Background: an optimization exercise with open tools, aiming at small area. Do not read the settings as production practice.
The RTL was checked by simulation tests, not by an equivalence proof against the original design.
No driver is modelled on the clock port, so clocking that relies on it looks cheaper here than on a real chip.
No activity file was given, so power comes from the tool's default toggle rates.

**flow/design.v**
```verilog
`timescale 1ns / 1ps
module ddr_main (
    input        clk,
    input        rst,
    input        btnU,
    input        btnD,
    input        btnL,
    input        btnR,
    input  [7:0] sw,
    output [7:0] led,
    output [6:0] seg,
    output [3:0] an
);
localparam [1:0] ST_GAME = 2'd0, ST_PAUSE = 2'd1, ST_RESET = 2'd2;
reg [1:0] state;
wire s_game  = (state == ST_GAME);
wire s_pause = (state == ST_PAUSE);
wire s_reset = (state == ST_RESET);
reg [2:1] pu, pd, pl, pr;    
reg pu0, pd0, pl0, pr0;      
reg isUn, isDn, isLn, isRn;  
always @(posedge clk)
    if (rst) begin
        pu <= 0; pd <= 0; pl <= 0; pr <= 0;
    end else begin
        pu <= {btnU, pu[2]};
        pd <= {btnD, pd[2]};
        pl <= {btnL, pl[2]};
        pr <= {btnR, pr[2]};
    end
always @(posedge clk) begin
    pu0 <= pu[1]; pd0 <= pd[1]; pl0 <= pl[1]; pr0 <= pr[1];
    isUn <= pu0 | ~pu[1];
    isDn <= pd0 | ~pd[1];
    isLn <= pl0 | ~pl[1];
    isRn <= pr0 | ~pr[1];
end
wire isU = ~isUn, isD = ~isDn, isL = ~isLn, isR = ~isRn;
wire game_rst = pr[2] | pr[1];
wire combo_en = pl[1] | pl0;
always @(posedge clk)
    if (rst)
        state <= ST_RESET;
    else
        state <= sw[0] ? (game_rst ? ST_RESET : ST_PAUSE) : ST_GAME;
reg ddv, den;
reg [7:0] dvn;    
wire [7:0] dv = ~dvn;
always @(posedge clk) begin
    if (rst || s_reset) begin
        den <= 1'b0;
        dvn <= 8'hff;
    end else begin
        den <= ddv;
        if (den) dvn <= ~{dv[6:0], dv[7] ^ dv[5] ^ dv[4] ^ dv[3] ^ (dv[6:0] == 7'd0)};
    end
    ddv <= ~s_reset & ~ddv;
end
wire met  = |dv;                  
wire tick = (dv == 8'd1) & ddv;   
reg [6:0] rr;
reg nb;
always @(posedge clk)
    if (s_reset) begin
        rr <= sw[7:1];
        nb <= 1'b0;
    end else if (tick) begin
        nb <= ~(rr[6] ^ rr[5]);
        rr <= {nb, rr[6:1]};
    end
reg [3:0] next_mask;
wire [3:0] next_nmask = ~next_mask;
always @* begin
    case (rr % 7'd11)
        7'd0:  next_mask = 4'b1000;
        7'd1:  next_mask = 4'b0100;
        7'd2:  next_mask = 4'b0010;
        7'd3:  next_mask = 4'b0001;
        7'd4:  next_mask = 4'b1100;
        7'd5:  next_mask = 4'b1010;
        7'd6:  next_mask = 4'b1001;
        7'd7:  next_mask = 4'b0110;
        7'd8:  next_mask = 4'b0101;
        7'd9:  next_mask = 4'b0011;
        default: next_mask = 4'b0000;
    endcase
end
reg [2:1] pm;    
reg pm0, isM;    
always @(posedge clk) begin
    if (rst)
        pm <= 0;
    else
        pm <= {met, pm[2]};
    pm0 <= pm[1];
    isM <= ~pm0 & pm[1];
end
reg [3:0] q0, q1, q2, q3;
always @(posedge clk)
    if (s_reset) begin
        q0 <= 4'hf; q1 <= 4'hf; q2 <= 4'hf; q3 <= 4'hf;
    end else if (s_game && isM) begin
        q3 <= q2; q2 <= q1; q1 <= q0; q0 <= next_nmask;
    end
wire [3:0] arrow = ~q3;
reg [3:0] keysn;    
wire [3:0] keys = ~keysn;
reg hitC, hitI;
reg [3:0] k;
reg c, i;
always @* begin
    k = keys; c = hitC; i = hitI;
    if (isM) begin
        k = 4'd0; c = 1'b0; i = 1'b0;
    end
    if (s_game) begin
        if (met && !c && !i) begin
            if (isU) begin if (!k[3] && !(k[2]&k[1]) && !(k[2]&k[0]) && !(k[1]&k[0])) k[3] = 1'b1; else i = 1'b1; end
            if (isD) begin if (!k[2] && !(k[3]&k[1]) && !(k[3]&k[0]) && !(k[1]&k[0])) k[2] = 1'b1; else i = 1'b1; end
            if (isL) begin if (!k[1] && !(k[3]&k[2]) && !(k[3]&k[0]) && !(k[2]&k[0])) k[1] = 1'b1; else i = 1'b1; end
            if (isR) begin if (!k[0] && !(k[3]&k[2]) && !(k[3]&k[1]) && !(k[2]&k[1])) k[0] = 1'b1; else i = 1'b1; end
            if (k == arrow)
                c = 1'b1;
            else if (k != 4'd0 && (k & q3) != 4'd0)
                i = 1'b1;
        end else if (!met) begin
            if (isU | isD | isL | isR) i = 1'b1;
            if (!i && !c) i = 1'b1;
        end
    end
end
always @(posedge clk)
    if (rst) begin
        keysn <= 4'hf; hitC <= 0; hitI <= 0;
    end else begin
        keysn <= ~k; hitC <= c; hitI <= i;
    end
reg [2:1] pc, pi;     
reg pc0, pi0, isCn, isIn;   
always @(posedge clk) begin
    if (rst) begin
        pc <= 0; pi <= 0;
    end else begin
        pc <= {hitC, pc[2]};
        pi <= {hitI, pi[2]};
    end
    pc0 <= pc[1]; pi0 <= pi[1];
    isCn <= pc0 | ~pc[1];
    isIn <= pi0 | ~pi[1];
end
wire isC = ~isCn, isI = ~isIn;
reg [4:0] sT, cT;
reg [3:0] sH, sE, sO, cH, cE, cO;
reg [1:0] muln;   
wire [1:0] mul = ~muln;
wire c_hi = (|cT) | (|cH);
wire ge4  = c_hi | (|cE) | cO[3] | cO[2];
wire ge10 = c_hi | (|cE);
wire ge15 = c_hi | cE[3] | cE[2] | cE[1] | (cE[0] & (cO[3] | (cO[2] & (cO[1] | cO[0]))));
reg [1:0] mul_n;
always @* begin
    mul_n = mul;
    if (isC) mul_n = ge15 ? 2'd3 : ge10 ? 2'd2 : ge4 ? 2'd1 : 2'd0;
    if (isI) mul_n = 2'd0;
end
function [4:0] binc;
    input [3:0] d;
    input e;
    begin
        binc[0] = d[0] ^ e;
        binc[1] = d[1] ^ (e & d[0] & ~d[3]);
        binc[2] = d[2] ^ (e & d[0] & d[1]);
        binc[3] = (d[3] & ~(e & d[0])) | (e & d[0] & d[1] & d[2]);
        binc[4] = e & d[0] & d[3];
    end
endfunction
function [4:0] tinc;
    input [4:0] t;
    input e;
    begin
        tinc[0] = t[0] ^ e;
        tinc[1] = t[1] ^ (e & t[0]);
        tinc[2] = t[2] ^ (e & t[0] & t[1]);
        tinc[3] = t[3] ^ (e & t[0] & t[1] & t[2]);
        tinc[4] = t[4] | (e & t[0] & t[1] & t[2] & t[3]);
    end
endfunction
wire       sadd = s_game & isC;
wire [3:0] addv = sadd ? (4'd1 << mul_n) : 4'd0;
wire [4:0] so_s = sO + addv;
wire       so_c = (so_s >= 5'd10);
wire [3:0] so_n = so_c ? so_s[3:0] - 4'd10 : so_s[3:0];
wire [4:0] se_i = binc(sE, so_c);
wire [4:0] sh_i = binc(sH, se_i[4]);
wire [4:0] st_n = tinc(sT, sh_i[4]);
wire [3:0] se_n = se_i[3:0];
wire [3:0] sh_n = sh_i[3:0];
wire s_wrap = st_n[4] & (sh_n == 4'd3) & se_n[3] & (se_n[0] | so_n[3] | so_n[2]);
wire [3:0] sw_o = se_n[0] ? so_n + 4'd6 : so_n - 4'd4;
wire cinc = s_game & isC;
wire cwrap = cT[4] & (cH == 4'd3) & (cE == 4'd8) & (cO == 4'd3);
wire [4:0] co_i = binc(cO, cinc);
wire [4:0] ce_i = binc(cE, co_i[4]);
wire [4:0] ch_i = binc(cH, ce_i[4]);
wire [4:0] ct_n = tinc(cT, ch_i[4]);
always @(posedge clk)
    if (rst || s_reset)
        muln <= 2'b11;
    else
        muln <= ~mul_n;
always @(posedge clk)
    if (s_reset) begin
        sT <= 0; sH <= 0; sE <= 0; sO <= 0;
        cT <= 0; cH <= 0; cE <= 0; cO <= 0;
    end else begin
        if (s_wrap) begin
            sT <= 0; sH <= 0; sE <= 0; sO <= sw_o;
        end else begin
            sT <= st_n; sH <= sh_n; sE <= se_n; sO <= so_n;
        end
        if (isI) begin
            cT <= 0; cH <= 0; cE <= 0; cO <= {3'b000, cinc};
        end else if (cinc & cwrap) begin
            cT <= 0; cH <= 0; cE <= 0; cO <= 0;
        end else begin
            cT <= ct_n; cH <= ch_i[3:0]; cE <= ce_i[3:0]; cO <= co_i[3:0];
        end
    end
reg dp2, dp1;    
reg disM;        
always @(posedge clk)
    if (rst) begin
        dp2 <= 0; dp1 <= 0;
    end else if (den) begin
        dp2 <= met;
        dp1 <= dp2;
    end
always @(posedge clk)
    if (den) disM <= ~dp1 & dp2;
reg dmode;            
reg [4:0] n0;
reg [3:0] n1, n2, n3;
reg [1:0] trkn;    
wire [1:0] trk = ~trkn;
reg shown;
always @(posedge clk)
    if (rst) begin
        dmode <= 0; n0 <= 5'h0f; n1 <= 4'hf; n2 <= 4'hf; n3 <= 4'hf;
        trkn <= 2'b11; shown <= 0;
    end else if (den) begin
        if (s_game && disM) begin
            dmode <= 1'b0;
            n0 <= {1'b0, q0}; n1 <= q1; n2 <= q2; n3 <= q3;
        end else if (s_pause) begin
            dmode <= 1'b1;
            if (combo_en) begin
                n0 <= cT; n1 <= cH; n2 <= cE; n3 <= cO;
            end else begin
                n0 <= sT; n1 <= sH; n2 <= sE; n3 <= sO;
            end
        end
        trkn <= ~(trk + 2'd1);
        shown <= 1'b1;
    end
reg [4:0] cur;
always @* begin
    case (trk)
        2'd0: cur = n0;
        2'd1: cur = {1'b0, n1};
        2'd2: cur = {1'b0, n2};
        default: cur = {1'b0, n3};
    endcase
end
reg [3:0] namask;
always @* begin
    if (!dmode) namask = cur[3:0];
    else case (cur)
        5'd10: namask = 4'b0111;
        5'd11: namask = 4'b1011;
        5'd12: namask = 4'b1101;
        5'd13: namask = 4'b1110;
        5'd14: namask = 4'b0011;
        5'd15: namask = 4'b0101;
        5'd16: namask = 4'b0110;
        default: namask = 4'b1111;
    endcase
end
reg [6:0] dseg;
always @* begin
    case (cur[3:0])
        4'd0: dseg = 7'b1000000;
        4'd1: dseg = 7'b1111001;
        4'd2: dseg = 7'b0100100;
        4'd3: dseg = 7'b0110000;
        4'd4: dseg = 7'b0011001;
        4'd5: dseg = 7'b0010010;
        4'd6: dseg = 7'b0000010;
        4'd7: dseg = 7'b1111000;
        4'd8: dseg = 7'b0000000;
        default: dseg = 7'b0011000;
    endcase
end
wire [6:0] aseg = {1'b1, namask[1], namask[1], namask[2], namask[0], namask[0], namask[3]};
wire is_digit = dmode & (cur < 5'd10);
assign seg = is_digit ? dseg : aseg;
assign an  = !shown ? 4'b1111 : ~(4'b1000 >> trk);
assign led = {4'b0001 << mul, hitC, hitI, state};
endmodule
```
**flow/flow/run.sh**
```bash
#!/bin/bash
# Own layout flow: the standard synthesis, then an area re-mapping of the
# combinational logic (registers untouched), then the standard layout steps
# with the clock tree built without dummy loads.
set -euo pipefail
W=$(pwd)
R=$W/orfs/results/${FLOW_PLATFORM}/ddr_main/base
YOSYS=yosys
if ! command -v yosys >/dev/null 2>&1; then
  YOSYS=$FLOW_HOME/../tools/install/yosys/bin/yosys
fi

bash standard.sh synth > $W/log_synth.txt 2>&1
cp $R/1_2_yosys.v $W/standard_synth.v
# Re-map the combinational logic with several ABC scripts in parallel and
# keep the smallest netlist.
R2="balance; rewrite; refactor; balance; rewrite; rewrite -z; balance; refactor -z; rewrite -z; balance"
mkdir -p $W/reopt
SCRIPTS="$W/flow/area.abc $W/flow/area_lut.abc"
for seed in ${DEEP_SEEDS:-$(seq 1 40)}; do
  printf "strash\n$R2\n&get -n\n&deepsyn -S $seed -T ${DEEP_T:-30}\n&put\ndch -f\namap\n" > $W/reopt/deep$seed.abc
  SCRIPTS="$SCRIPTS $W/reopt/deep$seed.abc"
done
n=0
for sc in $SCRIPTS; do
  n=$((n+1))
  REOPT_IN=$W/standard_synth.v REOPT_OUT=$W/reopt/r$n.v REOPT_ABC=$sc \
    $YOSYS -c $W/flow/reopt.tcl > $W/reopt/log_r$n.txt 2>&1 &
  if (( n % ${NUM_CORES:-4} == 0 )); then wait; fi
done
wait
best=""
best_area=1e18
for f in $W/reopt/r*.v; do
  a=$(sed -n "s/.*Chip area for module '.ddr_main': \([0-9.]*\).*/\1/p" $f.after.txt)
  echo "$f $a" >> $W/log_reopt.txt
  if awk "BEGIN{exit !($a < $best_area)}"; then best=$f; best_area=$a; fi
done
echo "best $best $best_area" >> $W/log_reopt.txt
cp $best $W/reopt.v
cp $W/reopt.v $R/1_2_yosys.v
touch $R/1_2_yosys.v

CTS="-sink_clustering_enable -repair_clock_nets -dont_use_dummy_load"
CTS="$CTS -buf_list sky130_fd_sc_hd__clkbuf_8 -sink_clustering_size 40 -sink_clustering_max_diameter 200"
BUF="-inputs -outputs -buffer_cell sky130_fd_sc_hd__buf_1"
bash standard.sh "CTS_ARGS=$CTS" "BUFFER_PORTS_ARGS=$BUF" \
  "PRE_CTS_TCL=$W/flow/pre_cts.tcl" "CLK_SLEW_TARGET=0.095" ${STOP_AT:-finish} > $W/log_layout.txt 2>&1
```
**flow/flow/area.abc**
```
strash
balance; rewrite; refactor; balance; rewrite; rewrite -z; balance; refactor -z; rewrite -z; balance
balance; rewrite; refactor; balance; rewrite; rewrite -z; balance; refactor -z; rewrite -z; balance
dch -f
amap
```
**flow/flow/area_lut.abc**
```
strash
balance; rewrite; refactor; balance; rewrite; rewrite -z; balance; refactor -z; rewrite -z; balance
balance; rewrite; refactor; balance; rewrite; rewrite -z; balance; refactor -z; rewrite -z; balance
dch -f
if -K 4 -a
strash
dch -f
amap
```
**flow/flow/downsize.tcl**
```tcl
# Downsize clock tree buffers while every register clock pin keeps a slew
# below the target (placement parasitics).
proc clk_max_slew {} {
  set mx 0
  foreach pin [get_pins -hierarchical */CLK] {
    foreach rf {rise fall} {
      set s [get_property $pin slew_max_$rf]
      if {$s > $mx} {set mx $s}
    }
  }
  return $mx
}
proc downsize_clock_buffers {target} {
  set db [ord::get_db]
  set block [ord::get_db_block]
  set sizes {sky130_fd_sc_hd__clkbuf_1 sky130_fd_sc_hd__clkbuf_2 sky130_fd_sc_hd__clkbuf_4 sky130_fd_sc_hd__clkbuf_8 sky130_fd_sc_hd__clkbuf_16}
  set bufs {}
  foreach inst [$block getInsts] {
    set m [[$inst getMaster] getName]
    if {[string match "clkbuf_*" [$inst getName]] && [lsearch $sizes $m] >= 0} {
      lappend bufs $inst
    }
  }
  # leaves first (their output nets drive registers)
  set changed 1
  while {$changed} {
    set changed 0
    foreach inst $bufs {
      set m [[$inst getMaster] getName]
      set i [lsearch $sizes $m]
      if {$i <= 0} continue
      set smaller [lindex $sizes [expr {$i - 1}]]
      $inst swapMaster [$db findMaster $smaller]
      estimate_parasitics -placement
      if {[clk_max_slew] > $target} {
        $inst swapMaster [$db findMaster $m]
        estimate_parasitics -placement
      } else {
        set changed 1
      }
    }
  }
  puts "clock buffer downsizing done: max clock pin slew [clk_max_slew]"
}
```
**flow/flow/pre_cts.tcl**
```tcl
# Hook sourced by ORFS's cts.tcl before clock tree synthesis: after the
# standard clock_tree_synthesis, shrink clock buffers that have slew margin.
source [file join [file dirname [info script]] downsize.tcl]
rename clock_tree_synthesis orfs_clock_tree_synthesis
proc clock_tree_synthesis {args} {
  orfs_clock_tree_synthesis {*}$args
  set_propagated_clock [all_clocks]
  estimate_parasitics -placement
  puts "clock buffers before downsizing: max clock pin slew [clk_max_slew]"
  downsize_clock_buffers $::env(CLK_SLEW_TARGET)
}
```
**flow/flow/reopt.tcl**
```tcl
# Re-map the combinational logic of the standard synthesis netlist for area.
# Registers (and every other cell that is not plain combinational logic) are
# kept as they are, with their instance names.
yosys -import
set lib $::env(FLOW_HOME)/platforms/sky130hd/lib/sky130_fd_sc_hd__tt_025C_1v80.lib
set net $::env(REOPT_IN)
set out $::env(REOPT_OUT)
set scripts $::env(REOPT_ABC)

read_liberty -ignore_miss_func $lib
# keep every flip-flop, latch, delay cell and tie cell as it is
blackbox =sky130_fd_sc_hd__*df* =sky130_fd_sc_hd__*dl* =sky130_fd_sc_hd__conb_1
read_verilog $net
hierarchy -top ddr_main
flatten -wb
opt_clean -purge
tee -o $::env(REOPT_OUT).before.txt stat -liberty $lib
design -save base
# map with each script given and keep the smallest result
set best_area 1e18
foreach script $scripts {
  design -load base
  abc -liberty $lib -dont_use *probe* -dont_use *lpflow* -script $script
  opt_clean -purge
  tee -q -o $out.try.txt stat -liberty $lib
  set fh [open $out.try.txt r]
  set txt [read $fh]
  close $fh
  regexp {Chip area for module '\\ddr_main': ([0-9.]+)} $txt -> area
  puts "REOPT script $script area $area"
  if {$area < $best_area} {
    set best_area $area
    design -save best
  }
}
design -load best
puts "REOPT best area $best_area"
opt_clean -purge
splitnets
opt_clean -purge
hilomap -singleton -hicell sky130_fd_sc_hd__conb_1 HI -locell sky130_fd_sc_hd__conb_1 LO
insbuf -buf sky130_fd_sc_hd__buf_4 A X
opt_clean -purge
tee -o $::env(REOPT_OUT).after.txt stat -liberty $lib
check
write_verilog -noattr -nohex -nodec -selected $out
```
**flow/standard.sh**
```bash
#!/bin/bash
# synth_recipe.tcl (not shown) runs the flow's synth.tcl, then flattens the netlist and writes it again
# the make line also repeats each setting of config.mk as NAME=value (left out here)
make -C /OpenROAD-flow-scripts/flow DESIGN_CONFIG=/design/flow/config.mk WORK_HOME=/design/flow/orfs CLKGATE_MAP_FILE= SYNTH_SCRIPT=/design/flow/synth_recipe.tcl "${@:-finish}"
```
**flow/config.mk**
```make
export PLATFORM = sky130hd
export DESIGN_NAME = ddr_main
export DESIGN_NICKNAME = ddr_main
export VERILOG_FILES = /design/flow/design.v
export SDC_FILE = /design/flow/constraint.sdc
export NUM_CORES = 4
export LEC_CHECK = 0
export ABC_AREA = 1
export CAP_MARGIN = 20
export CORE_MARGIN = 2
export CORE_UTILIZATION = 75
export SLEW_MARGIN = 20
```
**flow/constraint.sdc**
```tcl
create_clock -name core_clock -period 16.0 [get_ports {clk}]
set_input_delay 3.2000 -clock core_clock [delete_from_list [all_inputs] [get_ports {clk}]]
set_output_delay 3.2000 -clock core_clock [all_outputs]
set_load 0.01 [all_outputs]
```
==> flow_metrics.env, run 1 <==
export IMPL_design_final_nets=717
export IMPL_postCtsSetupRepairBufs=0
export IMPL_via_count_of_the_first_global_routing_pass=4764
export IMPL_max_freq_mhz=151
export IMPL_holdWs_ns=0.349
export IMPL_min_from="pm[1]$_SDFF_PP0_"
export IMPL_drt_initial_drc_count=850
export IMPL_setup_viol=0
export IMPL_postSynthNetCount=668
export IMPL_wire_length_of_the_first_global_routing_pass_um=22100
export IMPL_worst_r2r_startpoint="cT[2]$_SDFF_PP0_"
export IMPL_critical_path_startpoint="trkn[0]$_SDFFE_PP1P_"
export IMPL_met1_usage=0.455
export IMPL_critical_path_class="register to output pin"
export IMPL_die_boundary_width_um=88.9
export IMPL_via_count=5166
export IMPL_vdd_ir_drop_worst_v=0.0000831
export IMPL_drc=0
export IMPL_switching_power_share_of_the_total=0.259
export IMPL_postSynthAreaPerCell_um2=8.26
export IMPL_numClockSinks=130
export IMPL_globalRouteOverflowTotal=0
export IMPL_synthToLayoutAreaGrowth_pct=6.95
export IMPL_drt_antenna_violating_nets=0
export IMPL_rsz0062_at_grt="no"
export IMPL_relative_slew_slack=0.323
export IMPL_finalHoldViolCount=0
export IMPL_comb_power_share=0.114
export IMPL_post_dp_hpwl_um=10300
export IMPL_vertical_die_dimension_um=88.9
export IMPL_worstMarginPinSlew_ns=1.01
export IMPL_initial_antenna_violation_count=0
export IMPL_routed_wirelength_um=13700
export IMPL_total_clock_buffers_created_by_cts=17
export IMPL_worstSetupStartpointType="register"
export IMPL_switching_power_mw=0.145
export IMPL_grt_max_degree=24
export IMPL_worst_setup_path_end_kind="output pin"
export IMPL_timing_clock_skew_ns=0.0392
export IMPL_clock_latency_ns=0.68
export IMPL_hold_path_class="register to register"
export IMPL_internal_power_mw=0.414
export IMPL_ioPinCount=33
export IMPL_antenna_cells=0
export IMPL_core_um2=6870
export IMPL_vias_per_cell=6.48
export IMPL_total_die_area_um2=7900
export IMPL_power_density_nw_per_um2=96.6
export IMPL_outcome="no timing/DRC/antenna violations"
export IMPL_final_layout_size_suffix_gt1_frac=0.0271
export IMPL_fp_row_count=30
export IMPL_hold_buffers=0
export IMPL_synth_cells=654
export IMPL_period_needed_ns=6.61
export IMPL_share_seq_of_total_power=0.611
export IMPL_post_synth_design_cell_area_um2=5400
export IMPL_drt_first_pass_iters=8
export IMPL_port_buffers=32
export IMPL_slew_viol_final=0
export IMPL_fin_crit_sh=0.413
export IMPL_post_cts_resize_count=0
export IMPL_start_util=0.787
export IMPL_global_route_usage_met3=0.102
export IMPL_met2_track_utilization_from_global_routing=0.586
export IMPL_top_usage_layer_grt="met2"
export IMPL_tritoncts="done"
export IMPL_clkSlewWorstSetupHoldPaths_ns=0.09
export IMPL_mostFrequentLayoutCells="nor2_1, dfxtp_1, clkinv_1"
export IMPL_layout_cells_most_common="nor2_1"
export IMPL_finalSetupTns_ns=0
export IMPL_drt_wirelength_per_cell_um=17.2
export IMPL_critPathMaxFanout=7
export IMPL_critical_path_required_ns=12.80
export IMPL_grtUsageTotal=0.369
export IMPL_p_clk_frac=0.275
export IMPL_place_gp_congestion=0.975
export IMPL_maxCapViolations=0
export IMPL_fin_util=0.841
export IMPL_yosys_warnings=1
export IMPL_leakagePower_nw=2.03
export IMPL_critPathArrivalTime_ns=3.41
## power groups by stage
stage                     logic, mW  clock network, mW  registers, mW
after CTS                    0.0623              0.153          0.341
after global placement       0.0583                  0          0.348
after detailed placement     0.0620                  0          0.348
after global routing         0.0706              0.166          0.342
final                        0.0637              0.153          0.341
after floorplan              0.0469                  0          0.346
## metrics by stage
step                      worst slack (ns)  instances  power, mW  instance area [um2]
final                                 9.39        797      0.558                 5780
after global routing                  9.10        797      0.579                 5780
after CTS                             9.43        797      0.556                 5780
after detailed placement             10.17        780      0.410                 5630
after global placement               10.37        780      0.406                 5630
after floorplan                      10.51        654      0.393                 5400
## final cells by class
class | instances | area (um2)
clock buffers | 17 | 150
fillers | 435 | 1090
inverters | 76 | 285
multi-input cells | 444 | 2400
flip-flops and latches | 130 | 2680
well taps | 96 | 120
repair buffers | 34 | 135
## layer usage
| layer | vias to the layer above | wire length, um | share of wire |
|---|---|---|---|
| li1 | 2441 | - | - |
| met4 | 0 | 641 | 0.047 |
| met5 | - | 0 | 0 |
| met2 | 323 | 6340 | 0.46 |
| met3 | 68 | 1440 | 0.11 |
| met1 | 2334 | 5280 | 0.39 |
## registers in the layout, indices dropped and copies added (netlist names), 4 cells and up
register / cells
dvn: 8
rr: 7
cT: 5
n0: 5
sT: 5
cE: 4
cH: 4
cO: 4
keysn: 4
n1: 4
n2: 4
n3: 4
q0: 4
q1: 4
q2: 4
q3: 4
sE: 4
sH: 4
sO: 4
## critical path: stages, from the launching register on
cell and delay [ns]:
dfxtp_1 0.35, clkinv_1 0.08, nor2_1 0.11, a22o_1 0.25
a221oi_1 0.62, nand2_1 0.21, nor2_1 0.20, nor2_1 0.08
a22oi_1 0.26, nor4_1 0.08, a21oi_1 0.19, nand2_1 0.07
o21ai_0 0.07, buf_1 0.17
## final timing paths
check | end | depth (start not counted) | slack, ns
min | pm0$_DFF_P_ | 0 | 0.35
max | seg[5] | 13 | 9.39
max reg2reg | sO[1]$_SDFF_PP0_ | 23 | 10.84
min reg2reg | pm0$_DFF_P_ | 0 | 0.35
==> run 2: changes to the inputs <==
--- a/flow/design.v
+++ b/flow/design.v
@@ -59,13 +59,14 @@
 wire met  = |dv;                  
 wire tick = (dv == 8'd1) & ddv;   
-reg [6:0] rr;
-reg nb;
+reg [6:0] rrn;
+reg nbn;
+wire [6:0] rr = ~rrn;
 always @(posedge clk)
     if (s_reset) begin
-        rr <= sw[7:1];
-        nb <= 1'b0;
+        rrn <= ~sw[7:1];
+        nbn <= 1'b1;
     end else if (tick) begin
-        nb <= ~(rr[6] ^ rr[5]);
-        rr <= {nb, rr[6:1]};
+        nbn <= rrn[6] ^ rrn[5];
+        rrn <= {nbn, rrn[6:1]};
     end
 reg [3:0] next_mask;
--- a/flow/flow/run.sh
+++ b/flow/flow/run.sh
@@ -18,5 +18,5 @@
 mkdir -p $W/reopt
 SCRIPTS="$W/flow/area.abc $W/flow/area_lut.abc"
-for seed in ${DEEP_SEEDS:-$(seq 1 40)}; do
+for seed in ${DEEP_SEEDS:-$(seq 1 22)}; do
   printf "strash\n$R2\n&get -n\n&deepsyn -S $seed -T ${DEEP_T:-30}\n&put\ndch -f\namap\n" > $W/reopt/deep$seed.abc
   SCRIPTS="$SCRIPTS $W/reopt/deep$seed.abc"
==> flow_metrics.env, run 2 <==
export IMPL_outcome="no timing/DRC/antenna violations"
export IMPL_worst_setup_path_end_kind="output pin"
export IMPL_fin_crit_sh=0.437
export IMPL_leakagePower_nw=2.05
export IMPL_grt_max_degree=27
export IMPL_hold_buffers=0
export IMPL_share_seq_of_total_power=0.583
export IMPL_start_util=0.764
export IMPL_finalSetupTns_ns=0
export IMPL_min_path_cells=0
export IMPL_initial_antenna_violation_count=0
export IMPL_timing_clock_skew_ns=0.0291
export IMPL_drt_antenna_violating_nets=0
export IMPL_regToRegSetupSlack_ns=10.74
export IMPL_globalRouteOverflowTotal=0
export IMPL_switching_power_share_of_the_total=0.280
export IMPL_postSynthNetCount=692
export IMPL_drc=0
export IMPL_holdWs_ns=0.353
export IMPL_vias_per_cell=6.24
export IMPL_maxCapViolations=0
export IMPL_synth_cells=678
export IMPL_drt_initial_drc_count=602
export IMPL_postSynthAreaPerCell_um2=8.09
export IMPL_antenna_cells=0
export IMPL_min_from="pd[1]$_SDFF_PP0_"
export IMPL_total_die_area_um2=8010
export IMPL_layout_top_registers="dvn x8, rrn x7"
export IMPL_tritoncts="done"
export IMPL_worstSetupStartpointType="register"
export IMPL_routed_wirelength_um=13500
export IMPL_via_count_of_the_first_global_routing_pass=4739
export IMPL_dp_cells=806
export IMPL_rsz0062_at_grt="no"
export IMPL_switching_power_mw=0.163
export IMPL_port_buffers=32
export IMPL_fp_row_count=31
export IMPL_finalHoldViolCount=0
export IMPL_layout_cells_non_filler=823
export IMPL_period_needed_ns=6.98
export IMPL_fillerInstances=486
export IMPL_rr_endpoint="sE[2]$_SDFF_PP0_"
export IMPL_die_boundary_width_um=89.5
export IMPL_mostFrequentLayoutCells="nor2_1, dfxtp_1, clkinv_1"
export IMPL_via_count=5139
export IMPL_post_dp_hpwl_um=9790
export IMPL_place_gp_congestion=0.935
export IMPL_wire_length_of_the_first_global_routing_pass_um=21400
export IMPL_worst_r2r_startpoint="cE[3]$_SDFF_PP0_"
export IMPL_internal_power_mw=0.420
export IMPL_vertical_die_dimension_um=89.5
export IMPL_final_layout_size_suffix_gt1_frac=0.0262
export IMPL_drt_wirelength_per_cell_um=16.5
export IMPL_relative_slew_slack=0.408
export IMPL_worst_hold_path_endpoint="pd0$_DFF_P_"
export IMPL_clkSlewWorstSetupHoldPaths_ns=0.09
export IMPL_drt_first_pass_iters=7
export IMPL_total_clock_buffers_created_by_cts=17
export IMPL_vdd_ir_drop_worst_v=0.000115
export IMPL_setup_viol=0
export IMPL_layout_cells_most_common="nor2_1"
export IMPL_top_register="dvn"
export IMPL_yosys_warnings=1
export IMPL_worstMarginPinSlew_ns=0.880
export IMPL_power_density_nw_per_um2=99.5
export IMPL_design_final_nets=740
export IMPL_core_um2=7180
export IMPL_ioPinCount=33
export IMPL_critical_path_class="register to output pin"
export IMPL_worst_r2r_path_depth=27
export IMPL_synthToLayoutAreaGrowth_pct=6.94
export IMPL_critPathMaxFanout=9
export IMPL_slew_viol_final=0
export IMPL_post_cts_resize_count=0
export IMPL_largest_register_ffs=8
export IMPL_hold_path_class="register to register"
export IMPL_post_synth_design_cell_area_um2=5480
export IMPL_clock_latency_ns=0.68
export IMPL_critical_path_required_ns=12.80
export IMPL_numClockSinks=130
export IMPL_p_clk_frac=0.273
export IMPL_postCtsSetupRepairBufs=0
export IMPL_critPathArrivalTime_ns=3.78
export IMPL_comb_power_share=0.144
export IMPL_max_freq_mhz=143
export IMPL_grtUsageTotal=0.352
## run 2: metal layers
metal  GRT usage  up-vias  routed length [um]
li1            -     2485                   -
met1       0.408     2327                5330
met2       0.609      265                6670
met3      0.0960       62                 986
met4       0.156        0                 555
met5           0        -                   0
## run 2: worst max-delay path, cell delays in order, from the launching register on
cell and delay [ns]:
dfxtp_1 0.37, clkinv_1 0.22, nor2_1 0.38, nand2_1 0.10, o21ai_0 0.09, o21ai_0 0.27, nor2_1 0.26, o21ai_0 0.16
or2_0 0.29, nor2_1 0.11, o21ai_0 0.14, a31oi_1 0.24, o211ai_1 0.12, o211ai_1 0.12, o21ai_0 0.12, buf_1 0.14
## run 2: worst max path at each step
| stage | cells after the start | endpoint | slack [ns] | start |
|---|---|---|---|---|
| after floorplan | 14 | seg[5] | 10.39 | trkn[0]$_SDFFE_PP1P_ |
| after global placement | 15 | seg[5] | 10.06 | trkn[0]$_SDFFE_PP1P_ |
| after detailed placement | 15 | seg[5] | 9.83 | trkn[1]$_SDFFE_PP1P_ |
| after CTS | 15 | seg[5] | 9.12 | trkn[1]$_SDFFE_PP1P_ |
| after global routing | 15 | seg[5] | 8.66 | trkn[1]$_SDFFE_PP1P_ |
| final | 15 | seg[5] | 9.02 | trkn[1]$_SDFFE_PP1P_ |
## run 2: cell type report
cell class	instances	area (um2)	area share
inverters	86	323	0.0551
well taps	99	124	0.0211
repair buffers	33	128	0.0218
multi-input cells	458	2450	0.418
clock buffers	17	156	0.0267
flip-flops and latches	130	2680	0.458
## run 2: stage by stage
step	cell area, um2	power, mW	setup slack (ns)	utilization
2_1_floorplan	5480	0.408	10.39	-
3_3_place_gp	5700	0.422	10.06	0.795
3_5_place_dp	5700	0.428	9.83	0.795
4_1_cts	5860	0.580	9.12	0.817
5_1_grt	5860	0.605	8.66	0.817
6_report	5860	0.583	9.02	0.817
## run 2: power by group through the flow
stage | Clock [mW] | Sequential [mW] | Combinational [mW]
6_report | 0.159 | 0.340 | 0.0837
5_1_grt | 0.171 | 0.341 | 0.0932
4_1_cts | 0.158 | 0.340 | 0.0816
3_5_place_dp | 0 | 0.347 | 0.0809
3_3_place_gp | 0 | 0.347 | 0.0754
2_1_floorplan | 0 | 0.345 | 0.0624
==> run 3: changes to the inputs <==
--- a/flow/design.v
+++ b/flow/design.v
@@ -59,32 +59,46 @@
 wire met  = |dv;                  
 wire tick = (dv == 8'd1) & ddv;   
-reg [6:0] rrn;
-reg nbn;
-wire [6:0] rr = ~rrn;
+reg [6:0] rr;
+reg nb;
 always @(posedge clk)
     if (s_reset) begin
-        rrn <= ~sw[7:1];
-        nbn <= 1'b1;
+        rr <= sw[7:1];
+        nb <= 1'b0;
     end else if (tick) begin
-        nbn <= rrn[6] ^ rrn[5];
-        rrn <= {nbn, rrn[6:1]};
+        nb <= ~(rr[6] ^ rr[5]);
+        rr <= {nb, rr[6:1]};
     end
+reg [3:0] rhi;    
+always @* begin
+    case (rr[6:4])
+        3'd0: rhi = 4'd0;
+        3'd1: rhi = 4'd5;
+        3'd2: rhi = 4'd10;
+        3'd3: rhi = 4'd4;
+        3'd4: rhi = 4'd9;
+        3'd5: rhi = 4'd3;
+        3'd6: rhi = 4'd8;
+        default: rhi = 4'd2;
+    endcase
+end
+wire [4:0] rsum = rhi + rr[3:0];    
+wire [4:0] rmod = (rsum >= 5'd22) ? rsum - 5'd22 : (rsum >= 5'd11) ? rsum - 5'd11 : rsum;
 reg [3:0] next_mask;
-wire [3:0] next_nmask = ~next_mask;
 always @* begin
-    case (rr % 7'd11)
-        7'd0:  next_mask = 4'b1000;
-        7'd1:  next_mask = 4'b0100;
-        7'd2:  next_mask = 4'b0010;
-        7'd3:  next_mask = 4'b0001;
-        7'd4:  next_mask = 4'b1100;
-        7'd5:  next_mask = 4'b1010;
-        7'd6:  next_mask = 4'b1001;
-        7'd7:  next_mask = 4'b0110;
-        7'd8:  next_mask = 4'b0101;
-        7'd9:  next_mask = 4'b0011;
+    case (rmod)
+        5'd0:  next_mask = 4'b1000;
+        5'd1:  next_mask = 4'b0100;
+        5'd2:  next_mask = 4'b0010;
+        5'd3:  next_mask = 4'b0001;
+        5'd4:  next_mask = 4'b1100;
+        5'd5:  next_mask = 4'b1010;
+        5'd6:  next_mask = 4'b1001;
+        5'd7:  next_mask = 4'b0110;
+        5'd8:  next_mask = 4'b0101;
+        5'd9:  next_mask = 4'b0011;
         default: next_mask = 4'b0000;
     endcase
 end
+wire [3:0] next_nmask = ~next_mask;
 reg [2:1] pm;    
 reg pm0, isM;    
==> flow_metrics.env, run 3 <==
export IMPL_outcome="no timing/DRC/antenna violations"
export IMPL_total_clock_buffers_created_by_cts=17
export IMPL_post_synth_design_cell_area_um2=5410
export IMPL_fin_util=0.844
export IMPL_layout_cells_most_common="dfxtp_1"
export IMPL_critPathMaxStageDelay_ns=0.55
export IMPL_largest_register_ffs=8
export IMPL_timing_clock_skew_ns=0.0276
export IMPL_relative_slew_slack=0.302
export IMPL_fp_row_count=30
export IMPL_slew_viol_final=0
export IMPL_power_density_nw_per_um2=103
export IMPL_top_register="dvn"
export IMPL_critical_path_required_ns=12.80
export IMPL_wire_length_of_the_first_global_routing_pass_um=22600
export IMPL_finalSetupTns_ns=0
export IMPL_core_um2=6870
export IMPL_detailed_place_area_um2=5640
export IMPL_numClockSinks=130
export IMPL_worstMarginPinSlew_ns=1.04
export IMPL_tritoncts="done"
export IMPL_yosys_warnings=1
export IMPL_fin_crit_sh=0.466
export IMPL_postCtsSetupRepairBufs=0
export IMPL_critPathMaxFanout=12
export IMPL_initial_antenna_violation_count=0
export IMPL_mostFrequentLayoutCells="dfxtp_1, nor2_1, clkinv_1"
export IMPL_drt_first_pass_iters=9
export IMPL_total_die_area_um2=7900
export IMPL_finalHoldViolCount=0
export IMPL_worst_setup_path_end_kind="output pin"
export IMPL_critical_path_class="register to output pin"
export IMPL_postSynthNetCount=656
export IMPL_port_buffers=32
export IMPL_final_area_um2=5800
export IMPL_dp_slack_ns=9.22
export IMPL_critPathArrivalTime_ns=4.26
export IMPL_synth_cells=642
export IMPL_vias_per_cell=6.67
export IMPL_via_count=5246
export IMPL_worstSetupStartpointType="register"
export IMPL_die_boundary_width_um=88.9
export IMPL_ioPinCount=33
export IMPL_hold_buffers=0
export IMPL_place_gp_congestion=0.963
export IMPL_post_dp_hpwl_um=10100
export IMPL_layout_top_registers="dvn x8, rr x7"
export IMPL_via_count_of_the_first_global_routing_pass=4836
export IMPL_period_needed_ns=7.46
export IMPL_max_freq_mhz=134
export IMPL_antenna_cells=0
export IMPL_post_cts_resize_count=0
export IMPL_grt_max_degree=27
export IMPL_setup_viol=0
export IMPL_regToRegSetupSlack_ns=10.26
export IMPL_drt_antenna_violating_nets=0
export IMPL_hold_path_class="register to register"
export IMPL_maxCapViolations=0
export IMPL_grtUsageTotal=0.374
export IMPL_rsz0062_at_grt="no"
export IMPL_globalRouteOverflowTotal=0
export IMPL_cell_with_the_largest_stage_delay_on_the_worst_path="dfxtp_1"
export IMPL_vdd_ir_drop_worst_v=0.0000811
export IMPL_clkSlewWorstSetupHoldPaths_ns=0.07
export IMPL_leakagePower_nw=1.96
export IMPL_routed_wirelength_um=14200
export IMPL_drt_wirelength_per_cell_um=18.0
export IMPL_clock_latency_ns=0.54
export IMPL_drt_initial_drc_count=732
export IMPL_drc=0
export IMPL_crit_chain="clkinv_1 > nand2_1 > o22ai_1 > nor2_1 > clkinv_1 > nor3_1 > o21ai_0 > o31ai_1 > nor2_1 > clkinv_1 > o32ai_1 > o21ai_0 > o21ai_0 > and2_0 > nor2_1 > o21a_1 > a31oi_1 > buf_1"
export IMPL_design_final_nets=706
export IMPL_postSynthAreaPerCell_um2=8.42
export IMPL_vertical_die_dimension_um=88.9
export IMPL_final_layout_size_suffix_gt1_frac=0.0290
export IMPL_synthToLayoutAreaGrowth_pct=7.24
export IMPL_start_util=0.787
export IMPL_post_route_worst_setup_slack_ns=8.54
run 3: report_power, final:
group / internal, mW / switching, mW / total, mW / leakage (nW)
Combinational: 0.0290 / 0.0601 / 0.0892 / 0.800
Sequential: 0.335 / 0.00907 / 0.344 / 1.07
Clock: 0.0614 / 0.100 / 0.161 / 0.0912
Total: 0.426 / 0.169 / 0.595 / 1.96
run 3: worst paths after layout:
| path | cells after the start | endpoint | start |
|---|---|---|---|
| hold reg to reg | 0 | pm0$_DFF_P_ | pm[1]$_SDFF_PP0_ |
| hold / removal | 0 | pm0$_DFF_P_ | pm[1]$_SDFF_PP0_ |
| setup / recovery | 18 | seg[3] | trkn[0]$_SDFFE_PP1P_ |
| setup reg to reg | 22 | sO[1]$_SDFF_PP0_ | cE[1]$_SDFF_PP0_ |
run 3: routing by layer:
layer,track usage,up-vias,share of wire,wire length [um]
met5,0,-,0,0
met4,0.149,0,0.045,634
met3,0.113,81,0.095,1350
met2,0.632,329,0.48,6740
met1,0.449,2408,0.38,5430
li1,-,2428,-,-
run 3: cell type report:
class	count	area (um2)
multi-input combinational	440	2440
tap	96	120
fill	413	1070
timing repair buffer	35	143
inverter	68	255
sequential	130	2680
clock buffer	17	159
run 3: critical path: cells and delay by family, from the launching register on:
| family | cells | cell delay, ns |
|---|---|---|
| AOI/OAI and AO/OA | 8 | 1.16 |
| DFF | 1 | 0.55 |
| and+or+nand+nor | 6 | 1.34 |
| buffers and inverters | 4 | 0.67 |
run 3: per-stage QoR:
stage,power [mW],hold WS (ns),instances
3_5_place_dp,0.435,0.333,769
6_report,0.595,0.351,786
5_1_grt,0.617,0.357,786
3_3_place_gp,0.430,0.326,769
2_1_floorplan,0.414,0.324,642
4_1_cts,0.588,0.351,786
==> run 4: changes to the inputs <==
--- a/flow/flow/run.sh
+++ b/flow/flow/run.sh
@@ -18,5 +18,5 @@
 mkdir -p $W/reopt
 SCRIPTS="$W/flow/area.abc $W/flow/area_lut.abc"
-for seed in ${DEEP_SEEDS:-$(seq 1 22)}; do
+for seed in ${DEEP_SEEDS:-$(seq 1 40)}; do
   printf "strash\n$R2\n&get -n\n&deepsyn -S $seed -T ${DEEP_T:-30}\n&put\ndch -f\namap\n" > $W/reopt/deep$seed.abc
   SCRIPTS="$SCRIPTS $W/reopt/deep$seed.abc"
==> flow_metrics.env, run 4 <==
export IMPL_outcome="no timing/DRC/antenna violations"
export IMPL_layout_top_registers="dvn x8, rr x7"
export IMPL_antenna_cells=0
export IMPL_drt_wirelength_per_cell_um=18.0
export IMPL_via_count=5091
export IMPL_globalRouteOverflowTotal=0
export IMPL_total_clock_buffers_created_by_cts=17
export IMPL_leakagePower_nw=2.00
export IMPL_period_needed_ns=7.16
export IMPL_core_um2=6870
export IMPL_regToRegSetupSlack_ns=10.41
export IMPL_postSynthAreaPerCell_um2=8.45
export IMPL_postCtsSetupRepairBufs=0
export IMPL_share_seq_of_total_power=0.559
export IMPL_critPathMaxStageDelay_ns=0.40
export IMPL_internal_power_mw=0.429
export IMPL_worst_r2r_startpoint="cT[4]$_SDFF_PP0_"
export IMPL_setup_viol=0
export IMPL_hold_path_class="register to register"
export IMPL_via_count_of_the_first_global_routing_pass=4673
export IMPL_post_cts_resize_count=0
export IMPL_post_dp_hpwl_um=9860
export IMPL_timing_clock_skew_ns=0.0682
export IMPL_yosys_warnings=1
export IMPL_wire_length_of_the_first_global_routing_pass_um=21900
export IMPL_worst_setup_path_end_kind="output pin"
export IMPL_fillerInstances=434
export IMPL_slew_viol_final=0
export IMPL_mostFrequentLayoutCells="dfxtp_1, nor2_1, clkinv_1"
export IMPL_cell_with_the_largest_stage_delay_on_the_worst_path="nor2_1"
export IMPL_grt_max_degree=24
export IMPL_rr_endpoint="sO[1]$_SDFF_PP0_"
export IMPL_critPathMaxFanout=13
export IMPL_comb_power_share=0.181
export IMPL_largest_register_ffs=8
export IMPL_fp_row_count=30
export IMPL_vertical_die_dimension_um=88.5
export IMPL_crit_buf_inv=2
export IMPL_clkSlewWorstSetupHoldPaths_ns=0.08
export IMPL_clock_latency_ns=0.75
export IMPL_switching_power_mw=0.183
export IMPL_final_layout_size_suffix_gt1_frac=0.0293
export IMPL_drt_antenna_violating_nets=0
export IMPL_synthToLayoutAreaGrowth_pct=7.19
export IMPL_tritoncts="done"
export IMPL_post_route_worst_setup_slack_ns=8.84
export IMPL_drc=0
export IMPL_post_synth_design_cell_area_um2=5360
export IMPL_vias_per_cell=6.54
export IMPL_numClockSinks=130
export IMPL_layout_cells_most_common="dfxtp_1"
export IMPL_hold_buffers=0
export IMPL_postSynthNetCount=648
export IMPL_maxCapViolations=0
export IMPL_p_clk_frac=0.260
export IMPL_worst_r2r_path_depth=21
export IMPL_crit_chain="clkinv_1 > nor2_1 > nand2_1 > o21ai_0 > o21ai_0 > o21ai_0 > nand2_1 > nor2_1 > o221ai_1 > nor3_1 > nand2_1 > o32ai_1 > buf_1"
export IMPL_relative_slew_slack=0.258
export IMPL_finalSetupTns_ns=0
export IMPL_drt_initial_drc_count=803
export IMPL_die_boundary_width_um=88.5
export IMPL_switching_power_share_of_the_total=0.299
export IMPL_worstMarginPinSlew_ns=1.11
export IMPL_design_final_nets=698
export IMPL_routed_wirelength_um=14000
export IMPL_fin_crit_sh=0.447
export IMPL_place_gp_congestion=0.996
export IMPL_min_from="pm[1]$_SDFF_PP0_"
export IMPL_start_util=0.780
export IMPL_synth_cells=634
export IMPL_min_path_cells=0
export IMPL_vdd_ir_drop_worst_v=0.0000867
export IMPL_power_density_nw_per_um2=106
export IMPL_dp_slack_ns=9.79
export IMPL_max_freq_mhz=140
export IMPL_port_buffers=32
export IMPL_finalHoldViolCount=0
export IMPL_total_die_area_um2=7840
export IMPL_initial_antenna_violation_count=0
export IMPL_critical_path_class="register to output pin"
export IMPL_grtUsageTotal=0.373
export IMPL_cp_top_family="simple AND/OR/NAND/NOR gates"
export IMPL_rsz0062_at_grt="no"
export IMPL_top_register="dvn"
export IMPL_critPathArrivalTime_ns=3.96
export IMPL_ioPinCount=33
export IMPL_worstSetupStartpointType="register"
export IMPL_critical_path_required_ns=12.80
export IMPL_drt_first_pass_iters=7
export IMPL_worst_hold_path_endpoint="pm0$_DFF_P_"
-- run 4: power by group through the flow --
stage / sequential [mW] / combinational, mW / clock, mW
2_1_floorplan: 0.347 / 0.0816 / 0
3_3_place_gp: 0.349 / 0.101 / 0
3_5_place_dp: 0.349 / 0.107 / 0
4_1_cts: 0.341 / 0.107 / 0.158
5_1_grt: 0.343 / 0.123 / 0.170
6_report: 0.342 / 0.111 / 0.159
-- run 4: how the worst max path moves through the flow --
stage                    startpoint      to  slack (ns)  cells past startpoint
2_1_floorplan  trkn[0]$_SDFFE_PP1P_  seg[0]       10.39                     12
3_3_place_gp   trkn[0]$_SDFFE_PP1P_  seg[0]       10.06                     13
3_5_place_dp   trkn[0]$_SDFFE_PP1P_  seg[0]        9.79                     13
4_1_cts        trkn[0]$_SDFFE_PP1P_  seg[0]        9.02                     13
5_1_grt        trkn[0]$_SDFFE_PP1P_  seg[4]        8.56                     14
6_report       trkn[0]$_SDFFE_PP1P_  seg[0]        8.84                     13
-- run 4: through the flow --
step	total power, mW	utilization	instance area, um2	instances	hold WS [ns]
2_1_floorplan	0.429	-	5360	634	0.324
3_3_place_gp	0.449	0.814	5590	761	0.328
6_report	0.612	0.836	5750	778	0.355
3_5_place_dp	0.456	0.814	5590	761	0.336
4_1_cts	0.606	0.836	5740	778	0.353
5_1_grt	0.636	0.836	5750	778	0.365
-- run 4: area by class of cell --
cell class	instances	area, um2	share of cell area
inverters	65	244	0.0425
clock buffers	17	151	0.0264
multi-input cells	435	2400	0.419
repair buffers	35	143	0.0248
well taps	96	120	0.0209
flip-flops and latches	130	2680	0.467
-- run 4: metal layers --
metal	track usage	up-vias	wire (um)
li1	-	2387	-
met1	0.461	2326	5440
met2	0.627	316	6680
met3	0.0877	62	1380
met4	0.160	0	504
met5	0	-	0
==> run 5: changes to the inputs <==
--- a/flow/design.v
+++ b/flow/design.v
@@ -165,6 +165,8 @@
 end
 wire isC = ~isCn, isI = ~isIn;
-reg [4:0] sT, cT;
-reg [3:0] sH, sE, sO, cH, cE, cO;
+reg [4:0] sTn, cTn;
+reg [3:0] sHn, sEn, sOn, cHn, cEn, cOn;
+wire [4:0] sT = ~sTn, cT = ~cTn;
+wire [3:0] sH = ~sHn, sE = ~sEn, sO = ~sOn, cH = ~cHn, cE = ~cEn, cO = ~cOn;
 reg [1:0] muln;   
 wire [1:0] mul = ~muln;
@@ -224,22 +226,28 @@
     else
         muln <= ~mul_n;
-always @(posedge clk)
+reg [4:0] sT_d, cT_d;
+reg [3:0] sH_d, sE_d, sO_d, cH_d, cE_d, cO_d;
+always @*
     if (s_reset) begin
-        sT <= 0; sH <= 0; sE <= 0; sO <= 0;
-        cT <= 0; cH <= 0; cE <= 0; cO <= 0;
+        sT_d = 0; sH_d = 0; sE_d = 0; sO_d = 0;
+        cT_d = 0; cH_d = 0; cE_d = 0; cO_d = 0;
     end else begin
         if (s_wrap) begin
-            sT <= 0; sH <= 0; sE <= 0; sO <= sw_o;
+            sT_d = 0; sH_d = 0; sE_d = 0; sO_d = sw_o;
         end else begin
-            sT <= st_n; sH <= sh_n; sE <= se_n; sO <= so_n;
+            sT_d = st_n; sH_d = sh_n; sE_d = se_n; sO_d = so_n;
         end
         if (isI) begin
-            cT <= 0; cH <= 0; cE <= 0; cO <= {3'b000, cinc};
+            cT_d = 0; cH_d = 0; cE_d = 0; cO_d = {3'b000, cinc};
         end else if (cinc & cwrap) begin
-            cT <= 0; cH <= 0; cE <= 0; cO <= 0;
+            cT_d = 0; cH_d = 0; cE_d = 0; cO_d = 0;
         end else begin
-            cT <= ct_n; cH <= ch_i[3:0]; cE <= ce_i[3:0]; cO <= co_i[3:0];
+            cT_d = ct_n; cH_d = ch_i[3:0]; cE_d = ce_i[3:0]; cO_d = co_i[3:0];
         end
     end
+always @(posedge clk) begin
+    sTn <= ~sT_d; sHn <= ~sH_d; sEn <= ~sE_d; sOn <= ~sO_d;
+    cTn <= ~cT_d; cHn <= ~cH_d; cEn <= ~cE_d; cOn <= ~cO_d;
+end
 reg dp2, dp1;    
 reg disM;        
==> flow_metrics.env, run 5 <==
export IMPL_via_count_of_the_first_global_routing_pass=4688
export IMPL_worstMarginPinSlew_ns=0.897
export IMPL_numClockSinks=130
export IMPL_leakagePower_nw=2.00
export IMPL_post_dp_hpwl_um=10200
export IMPL_mostFrequentLayoutCells="dfxtp_1, nor2_1, clkinv_1"
export IMPL_place_gp_congestion=1.01
export IMPL_wire_length_of_the_first_global_routing_pass_um=21500
export IMPL_final_area_um2=5800
export IMPL_maxCapViolations=0
export IMPL_timing_clock_skew_ns=0.0317
export IMPL_critPathMaxFanout=7
export IMPL_hold_path_class="register to register"
export IMPL_layout_top_registers="dvn x8, rr x7"
export IMPL_crit_buf_inv=2
export IMPL_slew_viol_final=0
export IMPL_core_um2=6910
export IMPL_critical_path_class="register to output pin"
export IMPL_relative_slew_slack=0.400
export IMPL_yosys_warnings=1
export IMPL_grt_max_degree=26
export IMPL_clkSlewWorstSetupHoldPaths_ns=0.10
export IMPL_port_buffers=32
export IMPL_fp_row_count=30
export IMPL_finalHoldViolCount=0
export IMPL_fin_util=0.839
export IMPL_drt_antenna_violating_nets=0
export IMPL_rsz0062_at_grt="no"
export IMPL_dp_slack_ns=10.04
export IMPL_holdWs_ns=0.358
export IMPL_setup_viol=0
export IMPL_largest_register_ffs=8
export IMPL_routed_wirelength_um=13600
export IMPL_total_die_area_um2=7930
export IMPL_critPathMaxStageDelay_ns=0.68
export IMPL_dp_cells=767
export IMPL_critical_path_required_ns=12.80
export IMPL_clock_latency_ns=0.69
export IMPL_post_route_worst_setup_slack_ns=9.27
export IMPL_design_final_nets=704
export IMPL_synthToLayoutAreaGrowth_pct=6.92
export IMPL_layout_cells_most_common="dfxtp_1"
export IMPL_path_common_cell="nor2_1"
export IMPL_max_freq_mhz=148
export IMPL_vdd_ir_drop_worst_v=0.0000796
export IMPL_cp_top_family="compound AO/OA/AOI/OAI gates"
export IMPL_grtUsageTotal=0.359
export IMPL_antenna_cells=0
export IMPL_vias_per_cell=6.60
export IMPL_outcome="no timing/DRC/antenna violations"
export IMPL_crit_chain="clkinv_1 > a32o_1 > a221oi_1 > nor2_1 > a21oi_1 > nor2_1 > a2111oi_0 > nor2_1 > nor2_1 > buf_1"
export IMPL_worstSetupStartpointType="register"
export IMPL_initial_antenna_violation_count=0
export IMPL_drt_wirelength_per_cell_um=17.4
export IMPL_fin_crit_sh=0.421
export IMPL_post_synth_design_cell_area_um2=5420
export IMPL_post_cts_resize_count=0
export IMPL_top_register="dvn"
export IMPL_period_needed_ns=6.73
export IMPL_drt_first_pass_iters=9
export IMPL_via_count=5174
export IMPL_multi_input_comb_area_um2=2430
export IMPL_tritoncts="done"
export IMPL_critPathArrivalTime_ns=3.53
export IMPL_cell_with_the_largest_stage_delay_on_the_worst_path="a221oi_1"
export IMPL_drc=0
export IMPL_final_layout_size_suffix_gt1_frac=0.0276
export IMPL_start_util=0.785
export IMPL_ioPinCount=33
export IMPL_die_boundary_width_um=89.0
export IMPL_layout_cells_non_filler=784
export IMPL_power_density_nw_per_um2=94.7
export IMPL_postSynthNetCount=655
export IMPL_synth_cells=641
export IMPL_worst_setup_path_end_kind="output pin"
export IMPL_sequential_cell_area_um2=2680
export IMPL_vertical_die_dimension_um=89.0
export IMPL_globalRouteOverflowTotal=0
export IMPL_drt_initial_drc_count=600
export IMPL_postSynthAreaPerCell_um2=8.46
export IMPL_hold_buffers=0
export IMPL_postCtsSetupRepairBufs=0
export IMPL_design_power_mw=0.549
export IMPL_detailed_place_area_um2=5650
export IMPL_finalSetupTns_ns=0
export IMPL_fillerInstances=434
export IMPL_total_clock_buffers_created_by_cts=17
run 5: cell types whose count changed in the layout (fill, tap and decap cells not counted), sizes merged, moves of 5 or more:
cell,before,now
a221oi,1,10
or3,0,10
o21ai,50,41
a21oi,34,29
a222oi,16,1
o22ai,11,19
clkinv,65,74
o211ai,21,10
run 5: report_power, final:
| group | internal (mW) | switching, mW |
|---|---|---|
| Combinational | 0.0177 | 0.0362 |
| Clock | 0.0574 | 0.0982 |
| Sequential | 0.334 | 0.00587 |
| Total | 0.409 | 0.140 |
run 5: final cells by class:
| cell class | instances | area share |
|---|---|---|
| Sequential cell | 130 | 0.463 |
| Timing Repair Buffer | 34 | 0.0233 |
| Inverter | 74 | 0.0479 |
| Multi-Input combinational cell | 433 | 0.420 |
| Clock buffer | 17 | 0.0259 |
| Tap cell | 96 | 0.0207 |
run 5: metal layers:
layer / track usage / routed length, um / up-vias
li1: - / - / 2415
met1: 0.423 / 5250 / 2372
met2: 0.600 / 6390 / 327
met3: 0.113 / 1390 / 60
met4: 0.172 / 589 / 0
met5: 0 / 0 / -
run 5: path summary, 6_finish.rpt:
path | from | end | slack, ns | cells past startpoint
max | trkn[1]$_SDFFE_PP1P_ | seg[1] | 9.27 | 10
min | pi[1]$_SDFF_PP0_ | pi0$_DFF_P_ | 0.36 | 0
max reg2reg | cTn[2]$_DFF_P_ | sEn[2]$_DFF_P_ | 11.24 | 19
min reg2reg | pi[1]$_SDFF_PP0_ | pi0$_DFF_P_ | 0.36 | 0
run 5: worst register-to-register path: cells and delay by family, from the launching register on:
family,cells,cell delay (ns)
compound gates,6,1.76
buf+inv,2,0.24
flops,1,0.44
simple gates,11,2.23
==> run 6: changes to the inputs <==
--- a/flow/design.v
+++ b/flow/design.v
@@ -165,8 +165,6 @@
 end
 wire isC = ~isCn, isI = ~isIn;
-reg [4:0] sTn, cTn;
-reg [3:0] sHn, sEn, sOn, cHn, cEn, cOn;
-wire [4:0] sT = ~sTn, cT = ~cTn;
-wire [3:0] sH = ~sHn, sE = ~sEn, sO = ~sOn, cH = ~cHn, cE = ~cEn, cO = ~cOn;
+reg [4:0] sT, cT;
+reg [3:0] sH, sE, sO, cH, cE, cO;
 reg [1:0] muln;   
 wire [1:0] mul = ~muln;
@@ -226,28 +224,22 @@
     else
         muln <= ~mul_n;
-reg [4:0] sT_d, cT_d;
-reg [3:0] sH_d, sE_d, sO_d, cH_d, cE_d, cO_d;
-always @*
+always @(posedge clk)
     if (s_reset) begin
-        sT_d = 0; sH_d = 0; sE_d = 0; sO_d = 0;
-        cT_d = 0; cH_d = 0; cE_d = 0; cO_d = 0;
+        sT <= 0; sH <= 0; sE <= 0; sO <= 0;
+        cT <= 0; cH <= 0; cE <= 0; cO <= 0;
     end else begin
         if (s_wrap) begin
-            sT_d = 0; sH_d = 0; sE_d = 0; sO_d = sw_o;
+            sT <= 0; sH <= 0; sE <= 0; sO <= sw_o;
         end else begin
-            sT_d = st_n; sH_d = sh_n; sE_d = se_n; sO_d = so_n;
+            sT <= st_n; sH <= sh_n; sE <= se_n; sO <= so_n;
         end
         if (isI) begin
-            cT_d = 0; cH_d = 0; cE_d = 0; cO_d = {3'b000, cinc};
+            cT <= 0; cH <= 0; cE <= 0; cO <= {3'b000, cinc};
         end else if (cinc & cwrap) begin
-            cT_d = 0; cH_d = 0; cE_d = 0; cO_d = 0;
+            cT <= 0; cH <= 0; cE <= 0; cO <= 0;
         end else begin
-            cT_d = ct_n; cH_d = ch_i[3:0]; cE_d = ce_i[3:0]; cO_d = co_i[3:0];
+            cT <= ct_n; cH <= ch_i[3:0]; cE <= ce_i[3:0]; cO <= co_i[3:0];
         end
     end
-always @(posedge clk) begin
-    sTn <= ~sT_d; sHn <= ~sH_d; sEn <= ~sE_d; sOn <= ~sO_d;
-    cTn <= ~cT_d; cHn <= ~cH_d; cEn <= ~cE_d; cOn <= ~cO_d;
-end
 reg dp2, dp1;    
 reg disM;        
@@ -261,4 +253,18 @@
 always @(posedge clk)
     if (den) disM <= ~dp1 & dp2;
+wire [4:0] tsel = combo_en ? cT : sT;
+reg [4:0] tcode;
+always @* begin
+    case (tsel)
+        5'd10: tcode = 5'b10111;
+        5'd11: tcode = 5'b11011;
+        5'd12: tcode = 5'b11101;
+        5'd13: tcode = 5'b11110;
+        5'd14: tcode = 5'b10011;
+        5'd15: tcode = 5'b10101;
+        5'd16: tcode = 5'b10110;
+        default: tcode = {1'b0, tsel[3:0]};
+    endcase
+end
 reg dmode;            
 reg [4:0] n0;
@@ -269,16 +275,17 @@
 always @(posedge clk)
     if (rst) begin
-        dmode <= 0; n0 <= 5'h0f; n1 <= 4'hf; n2 <= 4'hf; n3 <= 4'hf;
+        dmode <= 0; n0 <= 5'h1f; n1 <= 4'hf; n2 <= 4'hf; n3 <= 4'hf;
         trkn <= 2'b11; shown <= 0;
     end else if (den) begin
         if (s_game && disM) begin
             dmode <= 1'b0;
-            n0 <= {1'b0, q0}; n1 <= q1; n2 <= q2; n3 <= q3;
+            n0 <= {1'b1, q0}; n1 <= q1; n2 <= q2; n3 <= q3;
         end else if (s_pause) begin
             dmode <= 1'b1;
+            n0 <= tcode;
             if (combo_en) begin
-                n0 <= cT; n1 <= cH; n2 <= cE; n3 <= cO;
+                n1 <= cH; n2 <= cE; n3 <= cO;
             end else begin
-                n0 <= sT; n1 <= sH; n2 <= sE; n3 <= sO;
+                n1 <= sH; n2 <= sE; n3 <= sO;
             end
         end
@@ -286,25 +293,11 @@
         shown <= 1'b1;
     end
-reg [4:0] cur;
+reg [4:0] cur;        
 always @* begin
     case (trk)
         2'd0: cur = n0;
-        2'd1: cur = {1'b0, n1};
-        2'd2: cur = {1'b0, n2};
-        default: cur = {1'b0, n3};
-    endcase
-end
-reg [3:0] namask;
-always @* begin
-    if (!dmode) namask = cur[3:0];
-    else case (cur)
-        5'd10: namask = 4'b0111;
-        5'd11: namask = 4'b1011;
-        5'd12: namask = 4'b1101;
-        5'd13: namask = 4'b1110;
-        5'd14: namask = 4'b0011;
-        5'd15: namask = 4'b0101;
-        5'd16: namask = 4'b0110;
-        default: namask = 4'b1111;
+        2'd1: cur = {~dmode, n1};
+        2'd2: cur = {~dmode, n2};
+        default: cur = {~dmode, n3};
     endcase
 end
@@ -324,6 +317,6 @@
     endcase
 end
-wire [6:0] aseg = {1'b1, namask[1], namask[1], namask[2], namask[0], namask[0], namask[3]};
-wire is_digit = dmode & (cur < 5'd10);
+wire [6:0] aseg = {1'b1, cur[1], cur[1], cur[2], cur[0], cur[0], cur[3]};
+wire is_digit = ~cur[4];
 assign seg = is_digit ? dseg : aseg;
 assign an  = !shown ? 4'b1111 : ~(4'b1000 >> trk);
==> flow_metrics.env, run 6 <==
export IMPL_outcome="no timing/DRC/antenna violations"
export IMPL_via_count_of_the_first_global_routing_pass=4601
export IMPL_vdd_ir_drop_worst_v=0.000116
export IMPL_synthToLayoutAreaGrowth_pct=7.00
export IMPL_total_die_area_um2=7920
export IMPL_critPathMaxFanout=8
export IMPL_worst_setup_path_end_kind="output pin"
export IMPL_post_cts_resize_count=0
export IMPL_power_density_nw_per_um2=97.2
export IMPL_core_um2=6910
export IMPL_vias_per_cell=6.31
export IMPL_finalHoldViolCount=0
export IMPL_vertical_die_dimension_um=89.0
export IMPL_hold_path_class="register to register"
export IMPL_wire_length_of_the_first_global_routing_pass_um=20500
export IMPL_critPathArrivalTime_ns=3.55
export IMPL_place_gp_congestion=1.01
export IMPL_total_clock_buffers_created_by_cts=17
export IMPL_rsz0062_at_grt="no"
export IMPL_leakagePower_nw=1.98
export IMPL_clkSlewWorstSetupHoldPaths_ns=0.09
export IMPL_cell_with_the_largest_stage_delay_on_the_worst_path="dfxtp_1"
export IMPL_postSynthNetCount=678
export IMPL_post_dp_hpwl_um=9660
export IMPL_slew_viol_final=0
export IMPL_antenna_cells=0
export IMPL_finalSetupTns_ns=0
export IMPL_hold_buffers=0
export IMPL_clock_latency_ns=0.66
export IMPL_maxCapViolations=0
export IMPL_top_register="dvn"
export IMPL_routed_wirelength_um=12900
export IMPL_synth_cells=664
export IMPL_critical_path_required_ns=12.80
export IMPL_post_synth_design_cell_area_um2=5420
export IMPL_crit_chain="clkinv_1 > nor2_1 > clkinv_1 > o22ai_1 > clkinv_1 > nor2_1 > nand2_1 > o21ai_0 > clkinv_1 > o21ai_0 > o21ai_0 > buf_1"
export IMPL_grtUsageTotal=0.334
export IMPL_ioPinCount=33
export IMPL_yosys_warnings=1
export IMPL_globalRouteOverflowTotal=0
export IMPL_critPathMaxStageDelay_ns=0.47
export IMPL_design_final_nets=727
export IMPL_tritoncts="done"
export IMPL_path_common_cell="clkinv_1"
export IMPL_max_freq_mhz=148
export IMPL_drc=0
export IMPL_layout_cells_non_filler=807
export IMPL_worstSetupStartpointType="register"
export IMPL_drt_antenna_violating_nets=0
export IMPL_final_layout_size_suffix_gt1_frac=0.0267
export IMPL_final_area_um2=5790
export IMPL_setup_viol=0
export IMPL_die_boundary_width_um=89.0
export IMPL_start_util=0.784
export IMPL_relative_slew_slack=0.396
export IMPL_via_count=5092
export IMPL_drt_first_pass_iters=6
export IMPL_largest_register_ffs=8
export IMPL_critical_path_class="register to output pin"
export IMPL_fp_row_count=30
export IMPL_postCtsSetupRepairBufs=0
export IMPL_layout_cells_most_common="nor2_1"
export IMPL_period_needed_ns=6.75
export IMPL_mostFrequentLayoutCells="nor2_1, dfxtp_1, clkinv_1"
export IMPL_numClockSinks=130
export IMPL_grt_max_degree=25
export IMPL_postSynthAreaPerCell_um2=8.16
export IMPL_timing_clock_skew_ns=0.0450
export IMPL_dp_cells=790
export IMPL_port_buffers=32
export IMPL_fin_crit_sh=0.422
export IMPL_initial_antenna_violation_count=0
export IMPL_layout_top_registers="dvn x8, rr x7"
export IMPL_fillerInstances=442
export IMPL_detailed_place_area_um2=5640
export IMPL_worstMarginPinSlew_ns=0.899
export IMPL_drt_wirelength_per_cell_um=16.0
export IMPL_drt_initial_drc_count=563
-- run 6: per-stage QoR --
stage	setup slack [ns]	util	hold slack (ns)	power, mW
finish	9.25	0.839	0.354	0.563
global placement	10.31	0.817	0.333	0.410
detailed placement	10.00	0.817	0.343	0.415
CTS	9.32	0.839	0.357	0.560
floorplan	10.53	-	0.324	0.397
global route	8.91	0.839	0.364	0.583
-- run 6: report_power, final --
group / switching, mW / internal [mW]
Combinational: 0.0470 / 0.0212
Sequential: 0.00526 / 0.335
Clock: 0.0956 / 0.0588
Total: 0.148 / 0.415
-- run 6: layout make-up --
cell class	instances	area, um2	area share
inverters	80	300	0.0518
repair buffers	34	135	0.0233
clock buffers	17	154	0.0266
well taps	96	120	0.0207
flip-flops and latches	130	2680	0.463
multi-input cells	450	2400	0.415
-- run 6: critical path: cells and delay by family (launching register included) --
family	cells	cell delay (ns)
flops	1	0.47
compound gates	4	0.94
buf+inv	5	0.77
simple gates	3	0.72
-- run 6: path summary, 6_finish.rpt --
kind / from / to / cells after the start / slack, ns
max: trkn[0]$_SDFFE_PP1P_ / seg[5] / 12 / 9.25
min: pd[1]$_SDFF_PP0_ / pd0$_DFF_P_ / 0 / 0.35
max reg2reg: cT[4]$_SDFF_PP0_ / sO[1]$_SDFF_PP0_ / 19 / 11.01
min reg2reg: pd[1]$_SDFF_PP0_ / pd0$_DFF_P_ / 0 / 0.35
-- run 6: per-layer routing --
layer,share of wire,vias to the layer above,track usage
met1,0.42,2364,0.420
li1,-,2438,-
met2,0.49,247,0.571
met3,0.072,43,0.0739
met4,0.027,0,0.119
met5,0,-,0

[separate check: timing with driven ports]
Ports are ideal in the flow. The routed layouts listed here were re-timed in OpenROAD. Step 1, drivers: a clkbuf_16 drives clk and a buf_2 each remaining input, both assumed. Step 2 adds t to the input delays and takes it off the output delays; t is the mean of the earliest and latest rising clock arrival at the registers after step 1. Input paths then give back, and output paths get back, about the clock's delay inside the block. Three values: ideal ports, drivers, drivers and shift; two values: the first two.
run | t, ns | setup slack, ns | latest minus earliest clock arrival (ns) | slew at the worst register clock pin (ns)
run 1 | 0.696 | 9.388 / 9.356 / 10.052 | 0.039 / 0.039 | 0.10 / 0.10
run 2 | 0.697 | 9.015 / 8.986 / 9.683 | 0.030 / 0.030 | 0.09 / 0.09
run 3 | 0.549 | 8.543 / 8.516 / 9.065 | 0.029 / 0.030 | 0.09 / 0.09
run 4 | 0.743 | 8.843 / 8.812 / 9.555 | 0.068 / 0.068 | 0.11 / 0.11
run 5 | 0.704 | 9.266 / 9.236 / 9.940 | 0.031 / 0.032 | 0.10 / 0.10
run 6 | 0.663 | 9.248 / 9.218 / 9.881 | 0.046 / 0.045 | 0.10 / 0.10
After both steps setup and hold are still met in every run listed.
